This design comes from an exercise in tuning for small area, a short achievable clock period and few clock cycles per item on the open sky130 flow, not from production work.
Where RTL was checked, it was by simulation tests only, not by an equivalence proof against the original.

// GCD_full
module GCD_full
(
input [31:0] x_i,
input [31:0] y_i,
input calculate_new,
input clk,
input rstn,
output [31:0] data_o,
output data_ready_reg
);
Size: about 890 cells after synthesis, roughly 100 I/O pins, roughly 0.0079 sq mm of cells after synthesis.
==> flow/config.mk <==
export PLATFORM = sky130hd
export DESIGN_NAME = GCD_full
export DESIGN_NICKNAME = GCD_full
export VERILOG_FILES = /design/flow/design.v
export SDC_FILE = /design/flow/constraint.sdc
export NUM_CORES = 4
export LEC_CHECK = 0
export CAP_MARGIN = 10
export CORE_MARGIN = 2
export CORE_UTILIZATION = 45
export SETUP_SLACK_MARGIN = 0.15
export SLEW_MARGIN = 10
==> flow/constraint.sdc <==
create_clock -name core_clock -period 3.6 [get_ports {clk}]
set_input_delay 0.7200 -clock core_clock [delete_from_list [all_inputs] [get_ports {clk}]]
set_output_delay 0.7200 -clock core_clock [all_outputs]
set_load 0.01 [all_outputs]
standard.sh (not shown) runs the stock make flow with config.mk's settings and CLKGATE_MAP_FILE= SYNTH_SCRIPT=/design/flow/synth_recipe.tcl, a recipe that flattens the netlist after the stock synthesis.
==> flow/flow/run.sh <==
#!/bin/bash
# The standard layout, with the port buffers made from the smallest
# plain buffer instead of the delay buffer buffer_ports picks by default,
# and ORFS's power recovery (downsizing gates off the critical paths) on.
set -euo pipefail
bash standard.sh "BUFFER_PORTS_ARGS=-buffer_cell sky130_fd_sc_hd__buf_1" RECOVER_POWER=100 finish > standard_flow.log 2>&1
The starting point completed and failed the layout checks on capacitance limit, slew limit.
Testbench counts at the start, summed over its fixed seeds: cycles 24,109, items 960.
Change:
==> flow/flow/run.sh (replaced) <==
#!/bin/bash
# The standard layout, with the port buffers made from the smallest
# plain buffer instead of the delay buffer buffer_ports picks by default.
set -euo pipefail
bash standard.sh "BUFFER_PORTS_ARGS=-buffer_cell sky130_fd_sc_hd__buf_1" finish > standard_flow.log 2>&1
CAP_MARGIN = 20   (was 10)
CORE_UTILIZATION = 50   (was 45)
SLEW_MARGIN = 20   (was 10)
What happened: The changed run reached the layout checks and failed them: setup timing; via count rises by about 4.4%; global-route usage increases by 3.7 points; cell area is higher by 5.4%; worst setup slack degrades by 210 ps; sequential share of layout area fell by 1.6 points; worst hold slack gets worse by 36 ps; wire length rises by about 7%; critical path depth increases by 1.
Change:
==> flow/flow/run.sh (replaced) <==
#!/bin/bash
# The standard layout, with the port buffers made from the smallest
# plain buffer instead of the delay buffer buffer_ports picks by default,
# and ORFS's power recovery (downsizing gates off the critical paths) on.
set -euo pipefail
bash standard.sh "BUFFER_PORTS_ARGS=-buffer_cell sky130_fd_sc_hd__buf_1" RECOVER_POWER=100 finish > standard_flow.log 2>&1
CORE_UTILIZATION = 45   (was 50)
PLACE_DENSITY_LB_ADDON = 0.2   (was not set)
SETUP_SLACK_MARGIN = 0.2   (was 0.15)
What happened:
- The new run ran to the end with no violations
- maximum frequency went up by 6.2%
- first-iteration DRC count went down by 3.3%
- sequential share of layout area went up by 1.0 points
- cell area went down by 3.3%
- utilization went down by 8.1 points
- wire length went down by 6.9%
Change:
==> flow/flow/run.sh (replaced) <==
#!/bin/bash
# The standard layout, with the port buffers made from the smallest
# plain buffer instead of the delay buffer buffer_ports picks by default.
set -euo pipefail
bash standard.sh "BUFFER_PORTS_ARGS=-buffer_cell sky130_fd_sc_hd__buf_1" finish > standard_flow.log 2>&1
PLACE_DENSITY_LB_ADDON = not set   (was 0.2)
SETUP_SLACK_MARGIN = not set   (was 0.2)
Now the flow finished but failed the layout checks on setup timing.
Area after synthesis does not change.
Worst setup slack loses 190 ps.
First-iteration DRC count shrinks by 9.4%.
Wire length hardly moves.
Design area shrinks by 2.9%.
Global-route usage shrinks by 0.27 points.
Change:
==> flow/run.sh (new file) <==
#!/bin/bash
# synth_recipe.tcl (not shown) runs the flow's synth.tcl, then flattens the netlist and writes it again
# the make line also repeats each setting of config.mk as NAME=value (left out here)
make -C /OpenROAD-flow-scripts/flow DESIGN_CONFIG=/design/flow/config.mk WORK_HOME=/design/flow/orfs CLKGATE_MAP_FILE= SYNTH_SCRIPT=/design/flow/synth_recipe.tcl finish
CORE_UTILIZATION = 40   (was 45)
removed: flow/flow/run.sh
removed: flow/standard.sh
This time the run finished clean.
Routed wire length drops by 1.0%.
Count of clock-buffer cells in the layout climbs by 2.
Core utilization drops by 3.7 points.
Synthesized cell count stays the same.
Register-to-register slack gains 160 ps.
Setup slack gains 160 ps.
Cell count climbs by 2.0%.
Change:
==> flow/flow/run.sh (new file) <==
#!/bin/bash
# The standard layout, with the port buffers made from the smallest
# plain buffer instead of the delay buffer buffer_ports picks by default.
set -euo pipefail
bash standard.sh "BUFFER_PORTS_ARGS=-buffer_cell sky130_fd_sc_hd__buf_1" finish > standard_flow.log 2>&1
==> flow/standard.sh (new file) <==
#!/bin/bash
# synth_recipe.tcl (not shown) runs the flow's synth.tcl, then flattens the netlist and writes it again
# the make line also repeats each setting of config.mk as NAME=value (left out here)
make -C /OpenROAD-flow-scripts/flow DESIGN_CONFIG=/design/flow/config.mk WORK_HOME=/design/flow/orfs CLKGATE_MAP_FILE= SYNTH_SCRIPT=/design/flow/synth_recipe.tcl "${@:-finish}"
CORE_UTILIZATION = 45   (was 40)
SETUP_SLACK_MARGIN = 0.2   (was not set)
removed: flow/run.sh
Effect:
- wire length fell slightly
- sequential share of layout area climbs by 1.2 points
- first-iteration DRC count drops by roughly a tenth
- die area shrinks by roughly a tenth

---

== run 1 ==
Another version of the RTL of GCD_full (not shown whole).
Size in the first run: ~100 flip-flops, roughly 8200 sq um of cells after synthesis.
export LEC_CHECK = 0
export CAP_MARGIN = 20
export CORE_MARGIN = 2
export CORE_UTILIZATION = 65
export SLEW_MARGIN = 20
create_clock -name core_clock -period 3.6 [get_ports {clk}]
run.sh (not shown) runs the stock make flow with config.mk's settings and CLKGATE_MAP_FILE= SYNTH_SCRIPT=/design/flow/synth_recipe.tcl, a recipe that flattens the netlist after the stock synthesis.
Stock flow here: none of the scripts above is used.
Flow for run 1 halted at global routing (5_1_grt), error code GRT-0232.
#### Input delta (run 2 over run 1)
# run 1
export LEC_CHECK = 0
export CAP_MARGIN = 20
export CORE_MARGIN = 2
export CORE_UTILIZATION = 65
export SLEW_MARGIN = 20
create_clock -name core_clock -period 3.6 [get_ports {clk}]
# run 2
export LEC_CHECK = 0
export CAP_MARGIN = 20
export CORE_MARGIN = 2
export CORE_UTILIZATION = 50
export SETUP_SLACK_MARGIN = 0.2
export SLEW_MARGIN = 20
create_clock -name core_clock -period 3.6 [get_ports {clk}]
## What came out
Run 2: complete, dirty (negative setup slack)
[compare] base=run 1 new=run 2: simple-gate share of the synthesized area stayed essentially flat; cell total after placement rose by 10%.
The lower die boundary height of run 2 and run 1 is in run 1.
The run showing the greater total of cells resized after clock tree synthesis is run 2.
## Diff of input files: run 3 against run 2
# run 2
export LEC_CHECK = 0
export CAP_MARGIN = 20
export CORE_MARGIN = 2
export CORE_UTILIZATION = 50
export SETUP_SLACK_MARGIN = 0.2
export SLEW_MARGIN = 20
create_clock -name core_clock -period 3.6 [get_ports {clk}]
# run 3
export LEC_CHECK = 0
export CAP_MARGIN = 20
export CORE_MARGIN = 2
export CORE_UTILIZATION = 40
export SLEW_MARGIN = 20
create_clock -name core_clock -period 3.6 [get_ports {clk}]
## What came out
Every stage of run 2 finished as expected; the final checks, on the other hand, flagged negative setup slack, which means the layout fails.
Although run 3 finished all stages, its layout failed final checks on negative setup slack.
Looking at worst setup slack across run 3 and run 2, the one that comes out higher is run 3.
Against run 2, area of all placed cells without fillers in run 3 fell by a few percent.
The critical path depth of run 3 falls short of that of run 2 by 5.
Any difference in clock transition time at the flip-flop clock pins of the worst setup and hold paths between run 3 and run 2 is small enough to ignore.
Summary — initial standard-cell utilization of the core, run 3 relative to run 2: lower, by 11 points.
The lower overall fraction of global-route tracks in use came out of run 3.
Modified inputs, run 4 compared to run 3
# run 3
export LEC_CHECK = 0
export CAP_MARGIN = 20
export CORE_MARGIN = 2
export CORE_UTILIZATION = 40
export SLEW_MARGIN = 20
create_clock -name core_clock -period 3.6 [get_ports {clk}]
# run 4
export LEC_CHECK = 0
export CAP_MARGIN = 20
export CORE_MARGIN = 2
export CORE_UTILIZATION = 65
export SETUP_SLACK_MARGIN = 0.15
export SLEW_MARGIN = 20
create_clock -name core_clock -period 3.6 [get_ports {clk}]
Results
No final results exist for run 4, since it was stopped by error GRT-0116 during global routing (5_1_grt). The starting density of the core of run 4 is higher than that of run 3. Comparing run 4 with run 3, the buffer levels on the longest clock path came out essentially unchanged. On setup fix buffers added after clock tree synthesis, the lower figure sits with run 3, not run 4. [compare] base=run 3 new=run 4: width of the chip fell by about 20%, synthesized cell count stayed essentially flat, die extent in y fell by 21%. The number of placement rows in run 4 was lower than what run 3 gave.
No run of this note included a check of the RTL's function; only the layout flow was run.

---

Setup of job 7634:
RTL: one of the versions met above, not the one the previous note started from.
Size: roughly 890 cells after synthesis, about 110 flip-flops, ~100 I/O pins, roughly 0.0079 mm2 of cells after synthesis.
clock: 3.6 ns
lec_check: 0
cap_margin: 20
core_margin: 2
core_utilization: 40
setup_slack_margin: 0.3
slew_margin: 20
Testbench counts of job 7634, summed over its fixed seeds: cycles 24,109, items 960.
Input changes introduced in job 8259 (baseline for comparison: job 7634):
- changing CORE_UTILIZATION from 40 to 50
- changing SETUP_SLACK_MARGIN from 0.3 to 0.2
==> flow/flow/run.sh (new file) <==
#!/bin/bash
# The standard layout, with the port buffers made from the smallest
# plain buffer instead of the delay buffer buffer_ports picks by default,
# and ORFS's power recovery (downsizing gates off the critical paths) on.
set -euo pipefail
bash standard.sh "BUFFER_PORTS_ARGS=-buffer_cell sky130_fd_sc_hd__buf_1" RECOVER_POWER=100 finish > standard_flow.log 2>&1
==> flow/standard.sh (new file) <==
#!/bin/bash
# synth_recipe.tcl (not shown) runs the flow's synth.tcl, then flattens the netlist and writes it again
# the make line also repeats each setting of config.mk as NAME=value (left out here)
make -C /OpenROAD-flow-scripts/flow DESIGN_CONFIG=/design/flow/config.mk WORK_HOME=/design/flow/orfs CLKGATE_MAP_FILE= SYNTH_SCRIPT=/design/flow/synth_recipe.tcl "${@:-finish}"
removed: flow/run.sh
Notes after the runs:
| job 8259 | all stages done | FAIL | negative setup slack |. In the flow results for job 8259 and job 7634, the time the final worst path needs with I/O delays and setup is larger on job 8259. Job 8259 against job 7634: register-to-register setup slack fell 0.07 ns, die area went down.
For job 9622, these inputs were changed with respect to job 8259:
- GPL_ROUTABILITY_DRIVEN: unset -> 0
- CORE_UTILIZATION: 50 -> 45
## What came out
- The flow for job 9622 finished, though final verification flagged max-capacitance violations, max-slew violations, negative setup slack.
- | relative area change from synthesis to final layout | job 9622 vs job 8259 | 2.8 points higher |
- Number of setup buffers added after CTS was lower in the run labelled job 9622.
- Job 9622 reports its cell with the largest stage delay on the worst path as sky130_fd_sc_hd__dfxtp_4 while job 8259 reports sky130_fd_sc_hd__a2111oi_4.
- [compare] base=job 8259 new=job 9622: fill cell instance count of the final layout up 212; number of flip-flops and latches held.
Inputs modified between job 9622 and job 7334:
- swapping 45 for 50 in CORE_UTILIZATION
- clearing SETUP_SLACK_MARGIN, which used to be 0.2
- clearing GPL_ROUTABILITY_DRIVEN, which used to be 0
==> flow/run.sh (new file) <==
#!/bin/bash
# synth_recipe.tcl (not shown) runs the flow's synth.tcl, then flattens the netlist and writes it again
# the make line also repeats each setting of config.mk as NAME=value (left out here)
make -C /OpenROAD-flow-scripts/flow DESIGN_CONFIG=/design/flow/config.mk WORK_HOME=/design/flow/orfs CLKGATE_MAP_FILE= SYNTH_SCRIPT=/design/flow/synth_recipe.tcl finish
removed: flow/flow/run.sh
removed: flow/standard.sh
==> comparison <==
- Job 7334: done, clean on timing, DRC and antenna
- The worst setup path endpoint comes out a[26] in one run and b[19] in the other, namely in job 7334 and job 9622 respectively.
- Between job 7334 and job 9622, buffer share of cell area is higher for job 7334, job 9622 comes in under that.
- Job 7334 and job 9622 ended up with roughly the same required time at the worst-slack endpoint.
- Taking job 9622 as the reference, in job 7334 global-route usage over all layers increased 2.8 points; core outline area -0.0016 mm2.
- Maximum number of pins on one net before global-route repair went down by a few percent going from job 9622 to job 7334.
- Against job 9622, job 7334 reports a amount of wire on met3 after detailed routing that is lower.
- Job 7334 and job 9622 ended up with roughly the same fraction of area in clock buffers and inverters.
- Number of failing setup endpoints in the final timing report was lower in job 7334 than in job 9622.

---

Starting RTL as in the previous note.
Settings: LEC_CHECK=0, CAP_MARGIN=20, CORE_MARGIN=2, CORE_UTILIZATION=40, GPL_TIMING_DRIVEN=0, SLEW_MARGIN=20; clock period 3.6 ns.
Stock flow here: none of the scripts above is used.
The first run reached the layout checks and failed them: setup timing.
Testbench counts at the start, summed over its fixed seeds: cycles 24,109, items 960.
==> next run, changes <==
==> flow/flow/run.sh (new file) <==
#!/bin/bash
# The standard layout, with the port buffers made from the smallest
# plain buffer instead of the delay buffer buffer_ports picks by default,
# and ORFS's power recovery (downsizing gates off the critical paths) on.
set -euo pipefail
bash standard.sh "BUFFER_PORTS_ARGS=-buffer_cell sky130_fd_sc_hd__buf_1" RECOVER_POWER=100 finish > standard_flow.log 2>&1
==> flow/standard.sh (new file) <==
#!/bin/bash
# synth_recipe.tcl (not shown) runs the flow's synth.tcl, then flattens the netlist and writes it again
# the make line also repeats each setting of config.mk as NAME=value (left out here)
make -C /OpenROAD-flow-scripts/flow DESIGN_CONFIG=/design/flow/config.mk WORK_HOME=/design/flow/orfs CLKGATE_MAP_FILE= SYNTH_SCRIPT=/design/flow/synth_recipe.tcl "${@:-finish}"
--- a/flow/config.mk
+++ b/flow/config.mk
@@ -9,4 +9,4 @@
 export CORE_MARGIN = 2
-export CORE_UTILIZATION = 40
-export GPL_TIMING_DRIVEN = 0
+export CORE_UTILIZATION = 45
+export SETUP_SLACK_MARGIN = 0.2
 export SLEW_MARGIN = 20
removed: flow/run.sh
Result: Now the flow passed the timing, design-rule and antenna checks; worst hold slack is worse by 0.38 ns; die area went down by 11%; sequential cell count is unchanged; fmax is higher by 9.0%.
==> next run, changes <==
==> flow/flow/run.sh (replaced) <==
#!/bin/bash
# The standard layout, with the port buffers made from the smallest
# plain buffer instead of the delay buffer buffer_ports picks by default.
set -euo pipefail
bash standard.sh "BUFFER_PORTS_ARGS=-buffer_cell sky130_fd_sc_hd__buf_1" finish > standard_flow.log 2>&1
--- a/flow/config.mk
+++ b/flow/config.mk
@@ -9,4 +9,3 @@
 export CORE_MARGIN = 2
-export CORE_UTILIZATION = 45
-export SETUP_SLACK_MARGIN = 0.2
+export CORE_UTILIZATION = 40
 export SLEW_MARGIN = 20
After rerunning:
- The changed run finished with setup timing left
- critical path depth goes down by 1
- via count decreases by 0.37%
- worst setup slack gets worse by 0.20 ns
- final area rises by 1.9%
- worst hold slack is about the same
- count of clock-buffer cells in the layout goes up by 4
- sequential share of layout area goes down by 0.60 points
- die area grows by 12%
- global-route usage shrinks by 3.3 points
==> next run, changes <==
==> flow/flow/run.sh (replaced) <==
#!/bin/bash
# The standard layout, with the port buffers made from the smallest
# plain buffer instead of the delay buffer buffer_ports picks by default,
# and ORFS's power recovery (downsizing gates off the critical paths) on.
set -euo pipefail
bash standard.sh "BUFFER_PORTS_ARGS=-buffer_cell sky130_fd_sc_hd__buf_1" RECOVER_POWER=100 finish > standard_flow.log 2>&1
--- a/flow/config.mk
+++ b/flow/config.mk
@@ -9,3 +9,4 @@
 export CORE_MARGIN = 2
-export CORE_UTILIZATION = 40
+export CORE_UTILIZATION = 45
+export SETUP_SLACK_MARGIN = 0.25
 export SLEW_MARGIN = 20
With this change the flow completed with no timing, DRC or antenna violations. Hold slack is better by 0.0031 ns. Count of clock-buffer cells in the layout drops by 3. Worst setup slack is better by 0.15 ns. Maximum frequency climbs by 4.3%. Final area drops by 0.46%. Synthesized cell count does not change. Die area drops by 11%. Global-route usage climbs by 4.3 points.

what the ideal ports hide:
Ports are ideal in the flow. The routed layouts listed here were re-timed in OpenROAD.
Step 1 assumes that a clkbuf_16 drives the clock port and a buf_2 every other input.
Step 2 also shifts input and output timing later by t, the mid clock arrival at the registers, as if the neighbouring blocks saw the same clock.
Three values: no drivers, after step 1, after step 2; two values: the first two.
run	shift t [ns]	setup slack, ns	hold WS [ns]	clock arrival spread, ns	cell pins on the clock port's net
the first run of note 1	0.405	0.155 / 0.155 / 0.155	0.177 / 0.157 / 0.552	0.007 / 0.007	1
the second run of note 1	0.404	-0.058 / -0.058 / -0.058	0.141 / 0.121 / 0.525	0.012 / 0.012	1
the third run of note 1	0.409	0.155 / 0.155 / 0.155	0.156 / 0.137 / 0.547	0.011 / 0.011	1
the fourth run of note 1	0.401	-0.035 / -0.035 / -0.035	0.168 / 0.154 / 0.543	0.015 / 0.015	1
the fifth run of note 1	0.405	0.121 / 0.121 / 0.121	0.543 / 0.525 / 0.548	0.008 / 0.008	1
the sixth run of note 1	0.404	0.154 / 0.154 / 0.154	0.154 / 0.134 / 0.539	0.013 / 0.013	1
run 2	0.405	-0.243 / -0.243 / -0.243	0.518 / 0.497 / 0.526	0.009 / 0.009	1
run 3	0.401	-0.044 / -0.044 / -0.044	0.490 / 0.490 / 0.490	0.005 / 0.005	1
job 7634	0.408	0.060 / 0.060 / 0.060	0.536 / 0.514 / 0.545	0.009 / 0.009	1
job 8259	0.403	-0.009 / -0.009 / -0.009	0.143 / 0.124 / 0.527	0.012 / 0.012	1
job 9622	0.404	-0.040 / -0.040 / -0.040	0.145 / 0.128 / 0.533	0.014 / 0.013	1
job 7334	0.400	0.166 / 0.166 / 0.166	0.538 / 0.517 / 0.566	0.007 / 0.007	1
the first run of note 4	0.406	-0.153 / -0.153 / -0.153	0.535 / 0.517 / 0.560	0.010 / 0.009	1
the second run of note 4	0.403	0.156 / 0.156 / 0.156	0.154 / 0.134 / 0.537	0.013 / 0.012	1
the third run of note 4	0.414	-0.042 / -0.042 / -0.042	0.152 / 0.127 / 0.541	0.008 / 0.008	1
the fourth run of note 4	0.402	0.108 / 0.108 / 0.108	0.155 / 0.134 / 0.537	0.012 / 0.013	1
